Source: an optimization exercise on an open RTL-to-GDS flow (aim: small area, a short achievable clock period and few clock cycles per item). Production flows keep margins and buffers that such runs may drop. For this run, only the layout was checked, not whether the RTL still works. Power and IR drop assume default switching activity.

===== constraint.sdc =====
create_clock -name core_clock -period 10.0 [get_ports {clk}]
set_input_delay 2.0000 -clock core_clock [delete_from_list [all_inputs] [get_ports {clk}]]
set_output_delay 2.0000 -clock core_clock [all_outputs]
set_load 0.01 [all_outputs]

===== design.v =====
`timescale 1ns / 1ps
module montgomery(
  input           clk,
  input           resetn,
  input           start,
  input  [380:0]  in_a,
  input  [380:0]  in_b,
  input  [380:0]  in_m,
  input           out_read,
  output [380:0]  result,
  output reg      done
);
  localparam W = 386;    
  reg  [383:0] S;        
  reg  [383:0] C;        
  reg          corr;     
  reg        m_it;       
  reg        m_rs;       
  reg        c_it;       
  reg        c_rs;       
  reg        first;      
  reg        safe;       
  reg  [7:0] cnt;        
  reg        d_one, d_two, d_neg;        
  reg        d_negn;                     
  reg        q_one, q_two, q_neg;        
  reg        k_one, y_neg;               
  reg        y_negn;                     
  reg        n_hi, n_lo, cur_hi;         
  reg  [2:0]   b_lo;
  reg  [3:0]   m_lo;
  reg  [4:0]   m_hi;
  wire [W-1:0] Bx = {{(W-381){1'b0}}, in_b[380:3], b_lo};
  wire [W-1:0] Mx = {{(W-381){1'b0}}, in_m[380:4], m_lo};
  wire [1:0]   u     = S[383:382] + C[383:382];
  wire [W-1:0] S_ext = {{(W-383){u[1]}}, u[0], S[381:0]};
  wire [W-1:0] C_ext = {{(W-382){1'b0}}, C[381:0]};
  wire [W-1:0] S_in = m_it ? S_ext : m_rs ? {S_ext[W-3:0], 2'b00} : {W{1'b0}};
  wire [W-1:0] C_in = c_it ? C_ext : c_rs ? {C_ext[W-3:0], 2'b00} : {W{1'b0}};
  localparam H = 193;
  wire [W-1:0] Zoc = (({W{d_one}} & Bx) | ({W{d_two}} & {Bx[W-2:0], 1'b0}))
                   ^ {{(W-H){~d_negn}}, {H{d_neg}}};
  wire [W-1:0] X;
  assign X[0]       = corr & m_it;
  assign X[1]       = Zoc[0];
  assign X[2]       = Zoc[1] | (corr & m_rs);
  assign X[W-1:3]   = Zoc[W-2:2];
  wire [W-1:0] Ysel = ({W{q_one}} & Mx) | ({W{q_two}} & {Mx[W-2:0], 1'b0})
                    | ({W{k_one}} & {Mx[W-3:0], 2'b00});
  wire [W-1:0] Y;
  assign Y[0]     = q_one;
  assign Y[1]     = Ysel[1] ^ q_neg;
  assign Y[2]     = (Ysel[2] & ~k_one) ^ q_neg | k_one;
  assign Y[W-1:3] = Ysel[W-1:3] ^ {{(W-H){~y_negn}}, {(H-3){y_neg}}};
  wire [W-1:0] sum1 = S_in ^ C_in ^ X;
  wire [W-1:0] cy1  = {(S_in[W-2:0] & C_in[W-2:0]) | (S_in[W-2:0] & X[W-2:0]) | (C_in[W-2:0] & X[W-2:0]), d_neg};
  wire [W-1:0] P    = sum1 ^ cy1 ^ Y;
  wire [W-1:0] Q    = {(sum1[W-2:0] & cy1[W-2:0]) | (sum1[W-2:0] & Y[W-2:0]) | (cy1[W-2:0] & Y[W-2:0]), d_neg};
  wire [383:0] S_next = P[W-1:2];
  wire [383:0] C_next = Q[W-1:2];
  wire         corr_next = P[1] | P[0];
  wire         cz     = ~|C[381:0];
  wire         sgn    = u[1];
  wire last = (cnt == 8'd192);
  wire go   = ~m_it & ~m_rs & start;
  function [2:0] booth(input hi, input lo, input pr);
    begin
      booth[0] = lo ^ pr;                            
      booth[1] = (hi & ~lo & ~pr) | (~hi & lo & pr);  
      booth[2] = hi & ~(lo & pr);                     
    end
  endfunction
  wire [2:0] nd = m_it ? booth(n_hi, n_lo, cur_hi) : booth(in_a[1], in_a[0], 1'b0);
  wire [511:0] ax = {131'b0, in_a};
  wire [7:0]   cnt_next = go ? 8'd2 : cnt + 8'd1;
  wire [3:0]   o_next   = m_it ? cnt[3:0] + 4'd1 : 4'd2;
  reg  [11:0]  g_hi, g_lo;
  integer gi;
  always @(posedge clk) begin
    for (gi = 0; gi < 12; gi = gi + 1) begin
      g_hi[gi] <= ax[{gi[3:0], o_next, 1'b1}];
      g_lo[gi] <= ax[{gi[3:0], o_next, 1'b0}];
    end
  end
  wire a_hi = g_hi[cnt[7:4]];
  wire a_lo = g_lo[cnt[7:4]];
  wire [1:0] t0;
  assign t0[0] = P[2] ^ Q[2] ^ corr_next;
  assign t0[1] = ((P[2] & Q[2]) | (P[2] & corr_next) | (Q[2] & corr_next))
               ^ P[3] ^ Q[3] ^ (nd[0] & b_lo[0]);
  wire [1:0] qq = m_it ? {t0[1] ^ (t0[0] & ~m_lo[1]), t0[0]}
                       : {in_a[0] & in_b[0], 1'b0};
  wire [8:0] vh   = {1'b0, ~S_ext[383], S_ext[382:376]} + {3'd0, C[381:376]} + 9'd1;
  wire conf   = m_hi[4];
  wire est_hi = conf & (vh >= {4'd4, m_hi});             
  wire est_lo = conf & (vh <= 9'd127);                     
  wire to_it = go | (m_it & ~last);
  always @(posedge clk) begin
    S    <= S_next;
    C    <= C_next;
    corr <= corr_next;
    n_hi   <= m_it ? a_hi : in_a[3];
    n_lo   <= m_it ? a_lo : in_a[2];
    cur_hi <= m_it ? n_hi : in_a[1];
    if (~m_it & ~m_rs) begin
      b_lo <= in_b[2:0];
      m_lo <= in_m[3:0];
      m_hi <= in_m[380:376];
    end
  end
  wire rs_act  = m_rs & ~done;                          
  wire fin     = rs_act & ~first & cz & ~k_one;         
  wire fin_ok  = fin & ~sgn & safe;                     
  wire fin_add = fin & sgn;                             
  wire fin_sub = fin & ~sgn & ~safe;                    
  wire m_it_nx  = to_it;
  wire m_rs_nx  = (m_it & last) | (m_rs & ~(done & out_read));
  wire done_nx  = done ? ~out_read : fin_ok;
  wire k_one_nx = rs_act & (first ? (est_hi | est_lo) : (fin_add | fin_sub));
  wire y_neg_nx = rs_act ? (first ? est_hi : fin_sub) : (to_it & (qq == 2'd3));
  always @(posedge clk or negedge resetn) begin
    if (!resetn) begin
      m_it <= 1'b0; m_rs <= 1'b0; first <= 1'b0; safe <= 1'b0; done <= 1'b0;
      c_it <= 1'b0; c_rs <= 1'b0;
      cnt <= 8'd0;
      d_one <= 1'b0; d_two <= 1'b0; d_neg <= 1'b0; d_negn <= 1'b1;
      q_one <= 1'b0; q_two <= 1'b0; q_neg <= 1'b0;
      k_one <= 1'b0; y_neg <= 1'b0; y_negn <= 1'b1;
    end else begin
      m_it   <= m_it_nx;
      m_rs   <= m_rs_nx;
      c_it   <= m_it & ~last;
      c_rs   <= m_rs_nx & ~done_nx;
      done   <= done_nx;
      first  <= m_it & last;
      if (rs_act & (first | fin_add | fin_sub))
        safe <= first ? conf : 1'b1;
      cnt    <= cnt_next;
      d_one  <= to_it & nd[0];
      d_two  <= to_it & nd[1];
      d_neg  <= to_it & nd[2];
      d_negn <= ~(to_it & nd[2]);
      q_one  <= to_it & qq[0];
      q_two  <= to_it & (qq == 2'd2);
      q_neg  <= to_it & (qq == 2'd3);
      k_one  <= k_one_nx;
      y_neg  <= y_neg_nx;
      y_negn <= ~y_neg_nx;
    end
  end
  assign result = S[380:0];
endmodule

===== standard.sh =====
#!/bin/bash
# synth_recipe.tcl (not shown) runs the flow's synth.tcl, then flattens the netlist and writes it again
# the make line also repeats each setting of config.mk as NAME=value (left out here)
make -C /OpenROAD-flow-scripts/flow DESIGN_CONFIG=/design/flow/config.mk WORK_HOME=/design/flow/orfs CLKGATE_MAP_FILE= SYNTH_SCRIPT=/design/flow/synth_recipe.tcl "${@:-finish}"

===== config.mk =====
export PLATFORM = sky130hd
export DESIGN_NAME = montgomery
export DESIGN_NICKNAME = montgomery
export VERILOG_FILES = /design/flow/design.v
export SDC_FILE = /design/flow/constraint.sdc
export NUM_CORES = 8
export LEC_CHECK = 0
export CAP_MARGIN = 20
export CORE_MARGIN = 2
export CORE_UTILIZATION = 30
export CTS_CLUSTER_DIAMETER = 100
export CTS_CLUSTER_SIZE = 20
export SLEW_MARGIN = 20

===== flow/run.sh =====
#!/bin/bash
set -euo pipefail
export BUFFER_PORTS_ARGS="-buffer_cell sky130_fd_sc_hd__buf_1"
export SETUP_SLACK_MARGIN=6.5
bash standard.sh finish > standard_flow.log 2>&1

==> run summary <==
## cell families after synthesis
| kind of cell | synth area share [%] |
|---|---|
| compound gates | 24.1 |
| buf+inv | 8.09 |
| flops | 26.9 |
| fa+ha+maj | 24.8 |
| xor+xnor | 11.0 |
| simple gates | 4.51 |
| mux | 0.652 |
## final cells by class
class	count	area (um2)	share of cell area (%)
inverter	30	120	0.168
clock inverter	26	318	0.445
clock buffer	63	1460	2.04
antenna	134	335	0.469
multi-input combinational	3938	41100	57.5
tap	2805	3510	4.91
sequential	833	17000	23.8
timing repair buffer	1624	7620	10.7
## worst register-to-register path, stage by stage (launching register included)
cell	delay, ns
dfrtp_4	0.56
buf_12	0.17
nor2b_4	0.20
buf_12	0.17
buf_16	0.31
buf_12	0.74
a22o_1	0.33
fa_1	0.47
fa_1	0.43
## through the flow
step / cell area (um2) / util, % / std cells / power (uW) / hold WS (ns)
3_3_place_gp: 67900 / 32.5 / 9194 / 29800 / 0.478
2_1_floorplan: 62900 / - / 5728 / 23500 / 0.457
6_report: 71500 / 34.2 / 9453 / 34300 / 0.514
5_1_grt: 71400 / 34.1 / 9418 / 37100 / 0.548
4_1_cts: 70700 / 33.8 / 9300 / 34000 / 0.518
3_5_place_dp: 67900 / 32.5 / 9195 / 30700 / 0.503
## state kept, by name, indices dropped and copies added (netlist names), 3 cells and up
register	cells
C	384
S	384
g_hi	12
g_lo	12
cnt	8
m_hi	5
m_lo	4
b_lo	3
## power groups by stage
stage / clock [uW] / combinational (uW) / sequential (uW)
floorplan: 0 / 16800 / 6760
global placement: 0 / 21400 / 8380
detailed placement: 0 / 22300 / 8400
CTS: 2660 / 23100 / 8270
global route: 2750 / 25900 / 8430
finish: 2620 / 23300 / 8360
## metal layers
metal	global-route usage, %	vias to the layer above	share of wire, %
met5	0.181	-	0.14
met4	26.5	76	9.3
met3	11.5	905	12
met1	36.6	29400	35
li1	-	22800	-
met2	48.4	4146	44
## layout by cell type, fill, tap and decap left out, types with 69 or more instances in the layout
cell	netlist	layout
a211oi_1	72	71
a222oi_1	378	378
a22o_1	756	756
a22oi_1	385	384
a31oi_1	70	69
buf_1	38	1306
buf_2	46	171
buf_4	383	81
dfxtp_1	796	760
diode_2	0	134
fa_1	769	769
nand2_1	245	244
nor4_1	107	102
xnor2_1	579	577
xor2_1	202	202
## what timing repair did
item,in CTS,in global routing
pin swaps,1,4
cloned,7,3
buffers inserted,9,14
endpoints found under the hold margin,0,0
setup endpoints to repair,851,336
hold buffers,0,0
resized for setup,356,26
## how the worst min path moves through the flow
| stage | slack (ns) | from | end | cells after the start |
|---|---|---|---|---|
| after global placement | 0.48 | n_hi$_DFF_P_ | cur_hi$_DFF_P_ | 2 |
| after detailed placement | 0.50 | n_hi$_DFF_P_ | cur_hi$_DFF_P_ | 2 |
| after global routing | 0.55 | n_hi$_DFF_P_ | cur_hi$_DFF_P_ | 2 |
| after CTS | 0.52 | n_hi$_DFF_P_ | cur_hi$_DFF_P_ | 2 |
| final | 0.51 | n_hi$_DFF_P_ | cur_hi$_DFF_P_ | 2 |
| after floorplan | 0.46 | n_hi$_DFF_P_ | cur_hi$_DFF_P_ | 2 |
==> results by group <==
Setup path
  • Setup crit end kind: output port
  • Logic depth of the worst path, buffers included: 1
  • CP startpoint kind: flop
  • CP Max Fanout: 3
  • Worst setup path endpoint: result[69]
  • Crit Reg-Reg Startpoint: m_it$_DFF_PN0_
  • WP buf/inv: 1
  • Reg2Reg Depth: 8
  • CP top delay family: flip-flops
  • Cell Chain, Critical Path: buf_2
  • CP max stage delay: 0.46 ns
  • Reg-to-reg endpoint: S[308]$_DFF_P_
  • WP data required: around 8 ns
  • Signal arrival time at the worst endpoint: roughly 1.5 ns
  • R2r setup slk: 6.50 ns
  • Crit path launch: S[69]$_DFF_P_
  • Critical path type: reg2out
  • Slowest CP cell: dfxtp_1

Clock tree
  • CTS tree: yes
  • CTS sink count: ~830
  • Cts bufs inserted: 57
  • Root Driver: clkbuf_16
  • Clock transition at the registers of the reported paths: 0.09 ns
  • Worst-Skew Late Latency: 0.77 ns
  • Htree depth: 2
  • Clk buf depth: 3

STA
  • RSZ-0062 raised after global routing: false
  • Worst Clk Skew: 0.0530 ns
  • Fmax: 285 MHz
  • Slew HR: 16.2%
  • Worst slew pin tran: about 1.3 ns
  • Min Tclk post-route: around 3.5 ns
  • Sum of negative setup slack: 0 ns
  • Final Hold Viols: 0
  • Tcrit/Tclk final: 35.0%
  • Final setup viols: 0
  • PnR worst setup slack: 6.50 ns
  • Max-slew violations: 0

Yosys
  • Mean post-synth cell area: 11.0 um2
  • Cell Area, Synth: 0.0629 mm2
  • Cell count after synthesis: approximately 5700
  • Ys Warns: 1
  • Cell taking the most area after synthesis: dfxtp_1
  • Synth cell types: 66
  • Most common cell in the netlist: dfxtp_1
  • Post-synth EDFFs: 12
  • Synth top area share: approximately 25%
  • Syn_nets: 7661
  • Async SR Flop Fraction: 3.00%
  • Top area cells in the synthesized netlist: dfxtp_1 25%, fa_1 24%, a22o_1 11%, xnor2_1 8.1%, a222oi_1 6.0%
  • Register bit total from synthesis: around 830
  • Top cells by count, synth: 796 x dfxtp_1, 769 x fa_1, 756 x a22o_1
  • Predominant post-synthesis flop cell: dfxtp_1
  • Register area share after synthesis: 26.9%

Pwr
  • Psw: 17700 uW
  • Lkg Pwr: 0.0251 uW
  • Pwr dens: 480 mW/mm2
  • Comb pwr share: 68.0%
  • Clock share of power: 7.6%
  • Sequential share of power: around 24%
  • Peak VDD IR: 291 uV
  • Internal Power: 16600 uW
  • Sw Share: 51.5%

Hold path
  • Hold WC Path Type: reg2reg

Die
  • Chip Height: roughly 460 um
  • Initial core utilization: 30.1%
  • Die width: ~460 um
  • Io pins: 1529
  • Full die area: 0.213 mm2
  • Core area: 0.209 mm2
  • Row cnt: 168

Place
  • I/O Buffers: 1528
  • RePlAce Congestion: 1.03
  • Detail Placement HPWL: 282 mm
  • Post-place setup slack: 5.49 ns

GRT
  • First-pass GRT wire length: roughly 480 mm
  • Total gr overflow: 0
  • Initial antenna violation count: 192
  • Largest net degree at the start of global routing: 216
  • Total Routing Usage GR: 32.1%
  • Vias in the first global route: 56100

Detailed routing
  • Vias: around 57000
  • Drt pass-1 iters: 14
  • Initial DRC count: 9140
  • Antenna Nets Post-Route: 0
  • Wirelength per Cell: 38.2 um
  • Post-route DRC: 0
  • Final WL: 361 mm
  • Vias per std cell: 6.07

Flow run
  • # Max-Cap Violations: 0

Cells and area
  • Filler cells: 21500
  • Area Overhead vs Synth: 13.5%
  • Fraction of layout cells with a size suffix above 1: roughly 7.7%
  • Fin nets: 8417

Outcome
  • Status: complete, no violations

-- re-timing with driven ports --
The flow's constraints put no driver on any port. The routed layout listed below was extracted and timed again, unchanged, in two steps.
Step 1 sets driving cells, clkbuf_16 on the clock port and buf_2 on the other inputs (assumed; they add their load-dependent delay and slew).
Step 2, shift: input delay + t, output delay - t, t = (earliest + latest rising clock arrival at the registers) / 2. This alone moves slack from input paths to output paths.
Three values: ideal ports, drivers, drivers and shift; two values: the first two.
shift t [ns]: 0.839
setup WS [ns]: 6.495 / 6.402 / 5.922
worst setup path after step 2: input to register
After both steps setup and hold are still met in this run. The setup slack of this run moves by -0.093 ns with the drivers and by -0.573 ns with both steps.
